Context: an optimization exercise on an open-source flow, tuned for small area, a short achievable clock period and few clock cycles per item. The choices shown serve that exercise and are no tape-out recipe. Function was checked by simulation only, so behaviour that the tests miss may differ from the original. Power and IR drop assume default switching activity.

**design/flow/run.sh**
```bash
#!/bin/bash
# synth_recipe.tcl (not shown) runs the flow's synth.tcl, then flattens the netlist and writes it again
# the make line also repeats each setting of config.mk as NAME=value (left out here)
make -C /OpenROAD-flow-scripts/flow DESIGN_CONFIG=/design/flow/config.mk WORK_HOME=/design/flow/orfs CLKGATE_MAP_FILE= SYNTH_SCRIPT=/design/flow/synth_recipe.tcl finish
```
**design/flow/config.mk**
```make
export PLATFORM = sky130hd
export DESIGN_NAME = Processor
export DESIGN_NICKNAME = Processor
export VERILOG_FILES = /design/flow/design.v
export SDC_FILE = /design/flow/constraint.sdc
export NUM_CORES = 4
export LEC_CHECK = 0
export CAP_MARGIN = 20
export CORE_MARGIN = 2
export CORE_UTILIZATION = 30
export SLEW_MARGIN = 20
```
**design/flow/constraint.sdc**
```tcl
create_clock -name core_clock -period 11.0 [get_ports {CLOCK_50}]
set_input_delay 2.2000 -clock core_clock [delete_from_list [all_inputs] [get_ports {CLOCK_50}]]
set_output_delay 2.2000 -clock core_clock [all_outputs]
set_load 0.01 [all_outputs]
```
**design/flow/design.v**
```verilog
module PCinc(
	input 		      [3:0]  		PC_out,
	output		[3:0]					PC_next
);
assign PC_next = PC_out + 1;
endmodule
module mux_x(
	input 			[31:0]			in_1, 		 
	input 			[31:0]         in_2,			 
	input									select,
	output		[31:0]				Rd_data
);
assign Rd_data = select ? in_2 : in_1;  
endmodule
module mux_y(
	input 		      [3:0]   		in_1, 		 
	input 		      [3:0]    	in_2,			 
	input									select,
	output		[3:0]					out
);
assign out = select ? in_2 : in_1;  
endmodule
module mux_src1(
	input 		      [31:0]    	Rn, 				 
	input 		      [31:0]   	Rs, 				 
	input 		      [3:0]  		PC_out,			 
	input					[1:0]			select,
	output		reg	[31:0]		src1
);
always @(*)
begin
	case (select)
		2'b01 :  src1 = Rs;
		2'b10 :  src1 = {28'b0, PC_out};
		default: src1 = Rn;
	endcase
end
endmodule
module flags_register(
	input 		          			CLOCK_50,
	input									rst,
	input 		      [3:0]  		NZCV,
	input									CNTRL_update_en,
	output		reg	[3:0]			flags 		 
);
always @(posedge CLOCK_50)
	begin
		if (rst) flags <= 0;
		else if(CNTRL_update_en == 1) flags <= NZCV;
	end
endmodule
module data_memory(
	input 		          			CLOCK_50,
	input									rst,
	input 		      [3:0]    	Mem_addr,
	input 		      [31:0]   	RF_Rd_data,
	input 		        				CNTRL_write_en,
	output		[31:0]				Mem_data
);
logic [31:0] memory [15:0];
integer i;
always @(posedge CLOCK_50)
	begin
		if (rst) begin
			for (i=0; i<16; i=i+1) memory[i] <= 0;
		end
		else if(CNTRL_write_en == 1) memory[Mem_addr] <= RF_Rd_data;
	end
assign Mem_data = memory[Mem_addr];
endmodule
module reg_file(
	input 		          			CLOCK_50,
	input									rst,
	input					[2:0]			stage,
	input 		      [3:0]		   IR_ARn,
	input 		      [3:0]   		IR_ARs,
	input 		      [3:0]  		IR_ARm,
	input 		      [3:0]  		IR_ARd,				 
	input 		      [3:0]  		mux_ARd_or_15,
	input 		        				CNTRL_write_en_ARd,
	input 		      [3:0]  		PC_next,
	input 		      [31:0]  		mux_ALU_result_or_DMEM_data,
	output		reg	[31:0]		Rn,
	output		reg	[31:0]		Rs,
	output		reg	[31:0]		Rm,
	output		reg	[31:0]		Rd,
	output		reg	[3:0]			PC_out  
);
logic [31:0] memory [14:0];
integer i;
function [31:0] read_reg(input [3:0] a);
	read_reg = (a == 4'd15) ? {28'b0, PC_next} : memory[a];
endfunction
always @(posedge CLOCK_50)
	begin
		if (rst) begin
			for (i=0; i<15; i=i+1) memory[i] <= 0;
			PC_out <= 0;
			Rn <= 0;
			Rs <= 0;
			Rm <= 0;
			Rd <= 0;
		end
		else begin
			if (stage == 3'd1) begin
				Rn <= read_reg(IR_ARn);
				Rs <= read_reg(IR_ARs);
				Rm <= read_reg(IR_ARm);
				Rd <= read_reg(IR_ARd);
			end
			if (stage == 3'd4) begin
				if (CNTRL_write_en_ARd == 1 && mux_ARd_or_15 != 4'd15)
					memory[mux_ARd_or_15] <= mux_ALU_result_or_DMEM_data;
				if (CNTRL_write_en_ARd == 1 && mux_ARd_or_15 == 4'd15)
					PC_out <= mux_ALU_result_or_DMEM_data[3:0];
				else
					PC_out <= PC_next;
			end
		end
	end
endmodule
module src2shift(
	input 		          			CLOCK_50,
	input					[2:0]			stage,
	input					[2:0]			CTRL_select,  
	input 		      [4:0]  		IR_shamt5,			
	input					[1:0]			IR_sh,
	input									IR_4th,
	input					[23:0]		IR_imm,
	input					[31:0]		RF_Rm,
	input					[31:0]		RF_Rs,
	input									C_in,		 
	output 		reg   [31:0]  		src2,
	output 		reg			  		carryBit
);
logic [31:0] sh_out;
logic        sh_c;
logic [7:0]  amount;
logic [63:0] rot;
logic [32:0] wide;
always @(*)
	begin
		sh_out = RF_Rm;
		sh_c = C_in;
		rot = 64'b0;
		wide = 33'b0;
		if (amount != 0) begin
			case (IR_sh)
			2'b00: begin														 
				if (amount > 32) begin sh_out = 0; sh_c = 0; end
				else begin
					wide = {1'b0, RF_Rm} << amount;
					sh_out = wide[31:0];
					sh_c = wide[32];
				end
			end
			2'b01: begin														 
				if (amount > 32) begin sh_out = 0; sh_c = 0; end
				else begin
					wide = {RF_Rm, 1'b0} >> amount;
					sh_out = wide[32:1];
					sh_c = wide[0];
				end
			end
			2'b10: begin														 
				if (amount >= 32) begin sh_out = {32{RF_Rm[31]}}; sh_c = RF_Rm[31]; end
				else begin
					wide = $signed({RF_Rm, 1'b0}) >>> amount;
					sh_out = wide[32:1];
					sh_c = wide[0];
				end
			end
			2'b11: begin														 
				rot = {RF_Rm, RF_Rm} >> amount[4:0];
				sh_out = rot[31:0];
				sh_c = rot[31];
			end
			endcase
		end
	end
always @(*)
	begin
		if (CTRL_select == 3'b000 && IR_4th == 1)
			amount = RF_Rs[7:0];				 
		else
			amount = {3'b0, IR_shamt5};	 
	end
logic [63:0] imm_rot;
assign imm_rot = {24'b0, IR_imm[7:0], 24'b0, IR_imm[7:0]} >> {IR_imm[11:8], 1'b0};
always @(posedge CLOCK_50)
	begin
		if (stage == 3'd2) begin
			case (CTRL_select)
			3'b001 :								 
				begin
					src2 <= imm_rot[31:0];
					carryBit <= (IR_imm[11:8] != 0) ? imm_rot[31] : C_in;
				end
			3'b010 :								 
				begin
					src2 <= {20'b0, IR_imm[11:0]};
					carryBit <= C_in;
				end
			3'b100, 3'b101 :					 
				begin
					src2 <= {8'b0, IR_imm[23:0]};
					carryBit <= C_in;
				end
			default :							 
				begin
					src2 <= sh_out;
					carryBit <= sh_c;
				end
			endcase
		end
	end
endmodule
module ALU(
	input 		          			CLOCK_50,
	input					[2:0]			stage,
	input					[31:0]		src1,
	input 		      [31:0]  		src2,
	input									src2shift_carry,
	input					[3:0]			flags, 		 
	input					[4:0]			CTRL_cmd,
	output 		reg   [3:0]  		NZCV,
	output 		reg   [31:0]  		ALU_output
);
logic [31:0] a, b, out;
logic        cin, arith, logical_c;
logic [32:0] sum;
always @(*)
	begin
		a = src1;
		b = src2;
		cin = 0;
		arith = 1;
		case (CTRL_cmd[3:0])
		4'b0010, 4'b1010: begin b = ~src2; cin = 1; end				 
		4'b0011: begin a = src2; b = ~src1; cin = 1; end				 
		4'b0100, 4'b1011: ;														 
		4'b0101: cin = flags[1];												 
		4'b0110: begin b = ~src2; cin = flags[1]; end					 
		4'b0111: begin a = src2; b = ~src1; cin = flags[1]; end		 
		default: arith = 0;
		endcase
		if (CTRL_cmd[4]) arith = 0;
		sum = {1'b0, a} + {1'b0, b} + {32'b0, cin};
	end
always @(*)
	begin
		case(CTRL_cmd)
		5'b00000: out = src1 & src2; 						 
		5'b00001: out = src1 ^ src2; 						 
		5'b01000: out = src1 & src2;						 
		5'b01001: out = src1 ^ src2;						 
		5'b01100: out = src1 | src2;						 
		5'b01101: out = src2;								 
		5'b01110: out = src1 & ~src2;						 
		5'b01111: out = ~src2;								 
		5'b10000: out = src1 * src2;						 
		default:  out = sum[31:0];							 
		endcase
	end
always @(posedge CLOCK_50)
	begin
		if (stage == 3'd3) begin
			ALU_output <= out;
			NZCV[3] <= out[31];
			NZCV[2] <= (out == 0);
			if (arith) begin
				NZCV[1] <= sum[32];
				NZCV[0] <= (a[31] == b[31]) && (sum[31] != a[31]);
			end
			else begin
				NZCV[1] <= src2shift_carry;
				NZCV[0] <= flags[0];
			end
		end
	end
endmodule
module controller(
	input 		          			CLOCK_50,
	input									rst,
	input				[31:0]			IR_in,
	input				[3:0]				Flags_in,  
	output	reg	[31:0]			IR,
	output	reg	[2:0]				stage,
	output	reg						Wen_ARd,
	output	reg						Wen_Dmem,
	output	reg						Wen_Flags,
	output	reg	[4:0]				cmd,
	output	reg						select_X,
	output	reg						select_Y,
	output	reg	[1:0]				select_src1,
	output	reg	[2:0]				select_src2shift
);
logic [1:0] op;
logic [3:0] cond;
logic enable;
assign op = IR[27:26];
assign cond = IR[31:28];
always @(*)
	begin
		case(cond)
		4'b0000: enable = Flags_in[2];									 
		4'b0001: enable = !Flags_in[2];									 
		4'b0010: enable = Flags_in[1];									 
		4'b0011: enable = !Flags_in[1];									 
		4'b0100: enable = Flags_in[3];									 
		4'b0101: enable = !Flags_in[3];									 
		4'b0110: enable = Flags_in[0];									 
		4'b0111: enable = !Flags_in[0];									 
		4'b1000: enable = Flags_in[1] && !Flags_in[2];				 
		4'b1001: enable = !Flags_in[1] || Flags_in[2];				 
		4'b1010: enable = !(Flags_in[0] ^ Flags_in[1]);				 
		4'b1011: enable = Flags_in[0] ^ Flags_in[1];					 
		4'b1100: enable = !(Flags_in[0] ^ Flags_in[1]) && !Flags_in[2];	 
		4'b1101: enable = (Flags_in[0] ^ Flags_in[1]) || Flags_in[2];		 
		default: enable = 1;													 
		endcase
	end
always @(posedge CLOCK_50)
	begin
		if (rst) begin
			stage <= 0;
			IR <= 0;
			Wen_ARd <= 0;
			Wen_Dmem <= 0;
			Wen_Flags <= 0;
			cmd <= 0;
			select_X <= 0;
			select_Y <= 0;
			select_src1 <= 0;
			select_src2shift <= 0;
		end
		else begin
			stage <= (stage == 3'd4) ? 3'd0 : stage + 3'd1;
			if (stage == 3'd0) IR <= IR_in;	 
			if (stage == 3'd1) begin			 
				Wen_ARd <= 0;
				Wen_Dmem <= 0;
				Wen_Flags <= 0;
				select_X <= 0;
				select_Y <= 0;
				select_src1 <= 2'b00;
				cmd <= 5'b01101;
				select_src2shift <= IR[27:25];	 
				case (op)
				2'b00 :
					begin
						Wen_ARd <= enable && !(IR[24:23] == 2'b10);
						Wen_Flags <= enable && IR[20];
						if(IR[25:21] == 5'b00000 && IR[7:4] == 4'b1001)
							cmd <= 5'b10000;
						else
							cmd <= {1'b0, IR[24:21]};
					end
				2'b01 :
					begin
						Wen_ARd <= enable && IR[20];
						Wen_Dmem <= enable && !IR[20];
						select_X <= IR[20];		 
						cmd <= 5'b00100;			 
					end
				2'b10 :
					begin
						Wen_ARd <= enable;
						select_Y <= 1; 			 
						select_src1 <= 2'b10; 	 
						cmd <= 5'b00100;			 
					end
				default : ;
				endcase
			end
		end
	end
endmodule
module Processor(
	input 		          			CLOCK_50,
	input									rst,
	output		[3:0]					imem_addr,
	input			[31:0]				imem_data,
	output	reg						retire,
	output	reg	[3:0]				flags_out,
	output	reg	[31:0]			result_out
);
logic [3:0]  	PC_out;
logic [31:0] 	instruction;
logic [2:0]		stage;
logic [3:0] 	flags;
logic				Wen_ARd;
logic				Wen_Dmem;
logic				Wen_Flags;
logic	[4:0]		cmd;
logic				select_X;
logic				select_Y;
logic	[1:0]		select_src1;
logic	[2:0]		select_src2shift;
logic [3:0] 	mux_Y_out;
logic [3:0]  	PC_next;
logic	[31:0]	Rn;
logic	[31:0]	Rs;
logic	[31:0]	Rm;
logic	[31:0]	Rd;
logic [31:0]	mux_src1_out;
logic [31:0]  	src2shift_out;
logic		  		carryBit;
logic [3:0]		NZCV;
logic [31:0]  	ALU_output;
logic [31:0] 	DMEM_output;
logic [31:0] 	mux_X_out;
logic				wb;
logic [3:0]		ARd_decode;
logic				write_pc;
logic [31:0]	dest_after;
assign imem_addr = PC_out;
assign wb = (stage == 3'd4);
assign ARd_decode = (instruction[27:26] == 2'b10) ? 4'd15 : instruction[15:12];
controller inst1 (CLOCK_50, rst, imem_data, flags, instruction, stage, Wen_ARd, Wen_Dmem, Wen_Flags, cmd, select_X, select_Y, select_src1, select_src2shift);
mux_y inst2 (instruction[15:12], 4'b1111, select_Y, mux_Y_out);
PCinc inst3 (PC_out, PC_next);
reg_file inst4 (CLOCK_50, rst, stage, instruction[19:16], instruction[11:8], instruction[3:0], ARd_decode, mux_Y_out, Wen_ARd & wb, PC_next, mux_X_out, Rn, Rs, Rm, Rd, PC_out);
mux_src1 inst5 (Rn, Rs, PC_out, select_src1, mux_src1_out);
src2shift inst6 (CLOCK_50, stage, select_src2shift, instruction[11:7], instruction[6:5], instruction[4], instruction[23:0], Rm, Rs, flags[1], src2shift_out, carryBit);
ALU inst7 (CLOCK_50, stage, mux_src1_out, src2shift_out, carryBit, flags, cmd, NZCV, ALU_output);
flags_register inst8 (CLOCK_50, rst, NZCV, Wen_Flags & wb, flags);
data_memory inst9 (CLOCK_50, rst, ALU_output[3:0], Rd, Wen_Dmem & wb, DMEM_output);
mux_x inst10 (ALU_output, DMEM_output, select_X, mux_X_out);
assign write_pc = Wen_ARd && (mux_Y_out == 4'd15);
always @(*)
	begin
		if (mux_Y_out == 4'd15)
			dest_after = {28'b0, write_pc ? mux_X_out[3:0] : PC_next};
		else if (Wen_ARd)
			dest_after = mux_X_out;
		else
			dest_after = Rd;
	end
always @(posedge CLOCK_50)
	begin
		if (rst) begin
			retire <= 0;
			result_out <= 0;
			flags_out <= 0;
		end
		else begin
			retire <= wb;
			if (wb) begin
				result_out <= dest_after;
				flags_out <= Wen_Flags ? NZCV : flags;
			end
		end
	end
endmodule
```
==> impl_results.md <==
- Share of the synthesized area in compound gates (AO/OA/AOI/OAI): around 8.8%
- Number of unique standard cell types used by synthesis: 83
- Final #Nets: 8624
- Routed via count divided by cell count: between 5 and 6
- Via count: ~70000
- Worst-skew pair later-pin latency: between 0.8 and 0.9 ns
- Clock-pin transition on the worst setup and hold timing paths: 0.07 ns
- Clock skew after layout: roughly 0.06 ns
- Setup TNS: 0 ns
- Remaining Overflow, GRT: 0
- Worst slew margin: between 10% and 20%
- Final Max Slew Viols: 0
- Finished Core Util: between 30 and 40%
- Setup repair after global routing missed its margin: false
- Worst supply voltage drop on vdd: around 0.17 mV
- Adder-cell share of the synthesized area: about an eighth
- GRT Overall Usage: 22.9%
- Number of setup violations in the final report: 0
- Layout filler cell count: 29714
- DRC: 0
- CTS tree: built
- Mux cell area share after synthesis: around 18%
- Category of the worst setup path launch point: flop
- Most Frequent Cell on Critical Path: sky130_fd_sc_hd__fa_1
- Type of the worst setup path: reg -> reg
- Post-synthesis instance total: 8213
- Ratio of final minimum period to clock period: between 80% and 90%
- Cell area after technology mapping: just over 90000 um2
- Most common cell after layout, fill and taps aside: sky130_fd_sc_hd__nor2_1
- Time the worst path needs with I/O delays and setup: 9.80 ns
- Number of input and output port buffers inserted: 74
- Register bit count reported by yosys: around 1300
- Sequential fraction of the synthesis area: 40.9%
- Most used cells in the layout excluding fill and tap cells: sky130_fd_sc_hd__nor2_1, sky130_fd_sc_hd__edfxtp_1, sky130_fd_sc_hd__nand2_1
- Type of destination of the critical path: flop
- Area post-placement: around 96000 um2
- Worst hold slack: around 0.46 ns
- EDFF count, synth: between 1000 and 1500
- Antenna violations before repair: 12
- Filler-free cell count of the finished design: 12045
- Area of the die: 306000 um2
- Largest family of logic cells by synthesized area: multiplexers
- Proportion of register bits with asynchronous set or reset after synthesis: 0%
- Design Area, Final: around 100000 um2
- Worst hold path cell count: 2
- Inserted Clock Buffers: ~140
- Number of resized instances in the post-cts repair step: 0
- Die Ht: about 550 um
- Final weighted congestion of routability-driven global placement: 0.982
- Critical Path Max Stage Delay: around 0.79 ns
- Top achievable clock speed: 102 MHz
- Via count of the first global-routing pass: roughly 69000
- Clock sink count: roughly 1300
- Total power per unit cell area: 170 nW/um2
- Area share of and/or/nand/nor cells after synthesis: between 10% and 20%
- Detailed-route wire length per cell: slightly below 30 um
- Post-synthesis to final-layout area growth: 11.2%
- CTS H-tree lvls: 4
- Synthesis Warnings: 8
- Remaining number of nets flagged by the antenna check after routing: 0
- CTS Root Buffer Type: sky130_fd_sc_hd__clkbuf_16
- Count of buffers added by post-CTS timing repair for setup: 0
- Post-CTS Hold Fix Bufs: 0
- Synthesized area per cell: approximately 11 um2
- Data arrival time at the worst-slack endpoint: roughly 11 ns
- Worst path required time: 11.71 ns
- Starting density of the core: a little under a third
- HPWL after detailed placement: around 240000 um
- Core box area: about 300000 um2
- Leakage power: 37.0 nW
- Main flop type after synthesis: sky130_fd_sc_hd__edfxtp_1
- Most area-hungry cell type in the Yosys netlist: sky130_fd_sc_hd__edfxtp_1
- Placed Cells incl. Taps: between 10000 and 15000
- Pin count of the biggest net entering global routing: between 150 and 200
- Total routed wirelength: ~360000 um
- Area share of the largest cell type after synthesis: a little over a third
- Transition at the pin with the smallest max-transition slack: between 1 and 1.5 ns
- Kind of path behind the tightest hold check: reg -> reg
- Largest fanout on the critical path: 40
- Path depth of the worst reg2reg path: 29
- Row count: 201
- Share of final-layout standard cells stronger than drive strength 1: around 15%
- Die Width: approximately 550 um
- Critical-path top delay cell: sky130_fd_sc_hd__clkinv_1
- Initial DRC Count: 9769
- Clock tree buffer depth: 3
- Status: complete, no violations
- Post-synthesis xor/xnor area fraction: under 10%
- Initial DRT Pass Iterations: 8
- Hold Vio Cnt, Final: 0
- Global-route wire length before repair: 511000 um
- Number of max-cap violations: 0
- Ports placed on the boundary: 75
- Main area contributors after synthesis: sky130_fd_sc_hd__edfxtp_1, sky130_fd_sc_hd__mux4_2, sky130_fd_sc_hd__fa_1, sky130_fd_sc_hd__nor2_1, sky130_fd_sc_hd__dfxtp_1
final timing paths:
| path | startpoint | end | slack (ns) |
|---|---|---|---|
| worst min-delay path | result_out[23]$_SDFFE_PP0P_ | result_out[23]$_SDFFE_PP0P_ | 0.46 |
| worst max register to register | inst1.select_Y$_SDFFE_PP0N_ | inst7.NZCV[2]$_DFFE_PN_ | 1.20 |
| worst min register to register | result_out[23]$_SDFFE_PP0P_ | result_out[23]$_SDFFE_PP0P_ | 0.46 |
| worst max-delay path | inst1.select_Y$_SDFFE_PP0N_ | inst7.NZCV[2]$_DFFE_PN_ | 1.20 |
state kept, by name, summed over array words and instances (netlist names), 32 cells and up, named ones only:
name              cells
inst9.memory        512
inst4.memory        512
inst4.Rn             32
inst4.Rd             32
inst6.src2           32
inst1.IR             32
inst4.Rm             32
result_out           32
inst7.ALU_output     32
routing by layer:
metal / vias to the layer above / part of all wire [%] / GRT usage [%]
met5: - / 0.020 / 0
li1: 28836 / - / -
met2: 4822 / 45 / 35.9
met3: 1010 / 12 / 5.98
met4: 10 / 6.6 / 12.6
met1: 35426 / 36 / 28.8
synth_stat cells, drive strengths merged, types with 8 or more instances:
| library cell | instances |
|---|---|
| mux2 | 35 |
| clkbuf | 583 |
| mux2i | 311 |
| nand3 | 77 |
| a31oi | 29 |
| a21o | 23 |
| nand2 | 642 |
| buf | 129 |
| a32oi | 15 |
| a211oi | 60 |
| or2 | 25 |
| inv | 491 |
| nand2b | 45 |
| a221oi | 40 |
| o31ai | 11 |
| fa | 410 |
| o211ai | 63 |
| ha | 212 |
| a21oi | 314 |
| o2111ai | 8 |
| o21a | 17 |
| xor2 | 24 |
| or3 | 18 |
| mux4 | 574 |
| nor3 | 94 |
| dfxtp | 213 |
| xnor2 | 82 |
| o311ai | 8 |
| clkinv | 14 |
| o221ai | 33 |
| nand3b | 17 |
| nor2 | 1186 |
| o22ai | 35 |
| nor3b | 9 |
| edfxtp | 1092 |
| a22oi | 125 |
| nor4 | 9 |
| o21ai | 405 |
| and3 | 10 |
| nand4 | 18 |
| a2111oi | 10 |
| nor2b | 50 |
| and2 | 532 |
through the flow:
step	power, mW	setup WS (ns)
6_report	17.1	1.20
5_1_grt	17.7	0.906
4_1_cts	17.0	1.36
3_5_place_dp	12.2	1.36
3_3_place_gp	12.2	1.50
2_1_floorplan	9.87	2.47
area by class of cell:
class / count / area (um2) / share of cell area (%)
Clock buffer: 177 / 3670 / 3.64
Sequential cell: 1305 / 37100 / 36.8
Multi-Input combinational cell: 5722 / 49700 / 49.3
Antenna cell: 6 / 15.0 / 0.0149
Inverter: 505 / 1900 / 1.88
Timing Repair Buffer: 299 / 2490 / 2.48
Tap cell: 3958 / 4950 / 4.92
Clock inverter: 73 / 891 / 0.884
report_power, final:
group          total, mW  leakage (nW)  internal (mW)  switching (mW)
Combinational       6.41          21.9           2.30            4.11
Sequential          5.96          12.9           5.60           0.358
Clock               4.78          2.21           2.66            2.11
Total               17.1          37.0           10.6            6.58
cells by family (layout without fill, tap and decap cells):
family / count (synthesis) / count (layout)
AND/OR/NAND/NOR: 2757 / 2757
flip-flops: 1305 / 1305
AO/OA/AOI/OAI: 1281 / 1281
buffers and inverters: 1217 / 1054
multiplexers: 920 / 920
adder cells (fa/ha/maj): 622 / 622
XOR/XNOR: 110 / 110
other: 1 / 38
worst max-delay path, delay by kind of cell (launching register included):
kind | cells | cell delay, ns
adder cells (fa/ha/maj) | 9 | 3.70
flip-flops | 1 | 0.37
buffers and inverters | 7 | 1.70
AND/OR/NAND/NOR | 6 | 1.94
XOR/XNOR | 1 | 0.30
AO/OA/AOI/OAI | 6 | 1.67
Testbench counts, summed over its fixed seeds: cycles 15,552, instrs 3,072.

-- what the ideal ports hide --
In the flow no input, the clock included, has a driving cell. The finished layout below was timed again as built, in two steps. Step 1 sets driving cells, clkbuf_16 on the clock port and buf_2 on the other inputs (assumed; they add their load-dependent delay and slew). Step 2, shift: input delay + t, output delay - t, t = (earliest + latest rising clock arrival at the registers) / 2. This alone moves slack from input paths to output paths. Three values: ideal ports, drivers, drivers and shift; two values: the first two.
t (ns): 0.891
slack for setup (ns): 1.202 / 1.202 / 1.202
worst slew at a driven data input, ns: 0.05
After both steps this run still meets setup and hold. For this run, drivers alone change the setup slack by 0.000 ns; drivers and shift together by 0.000 ns.
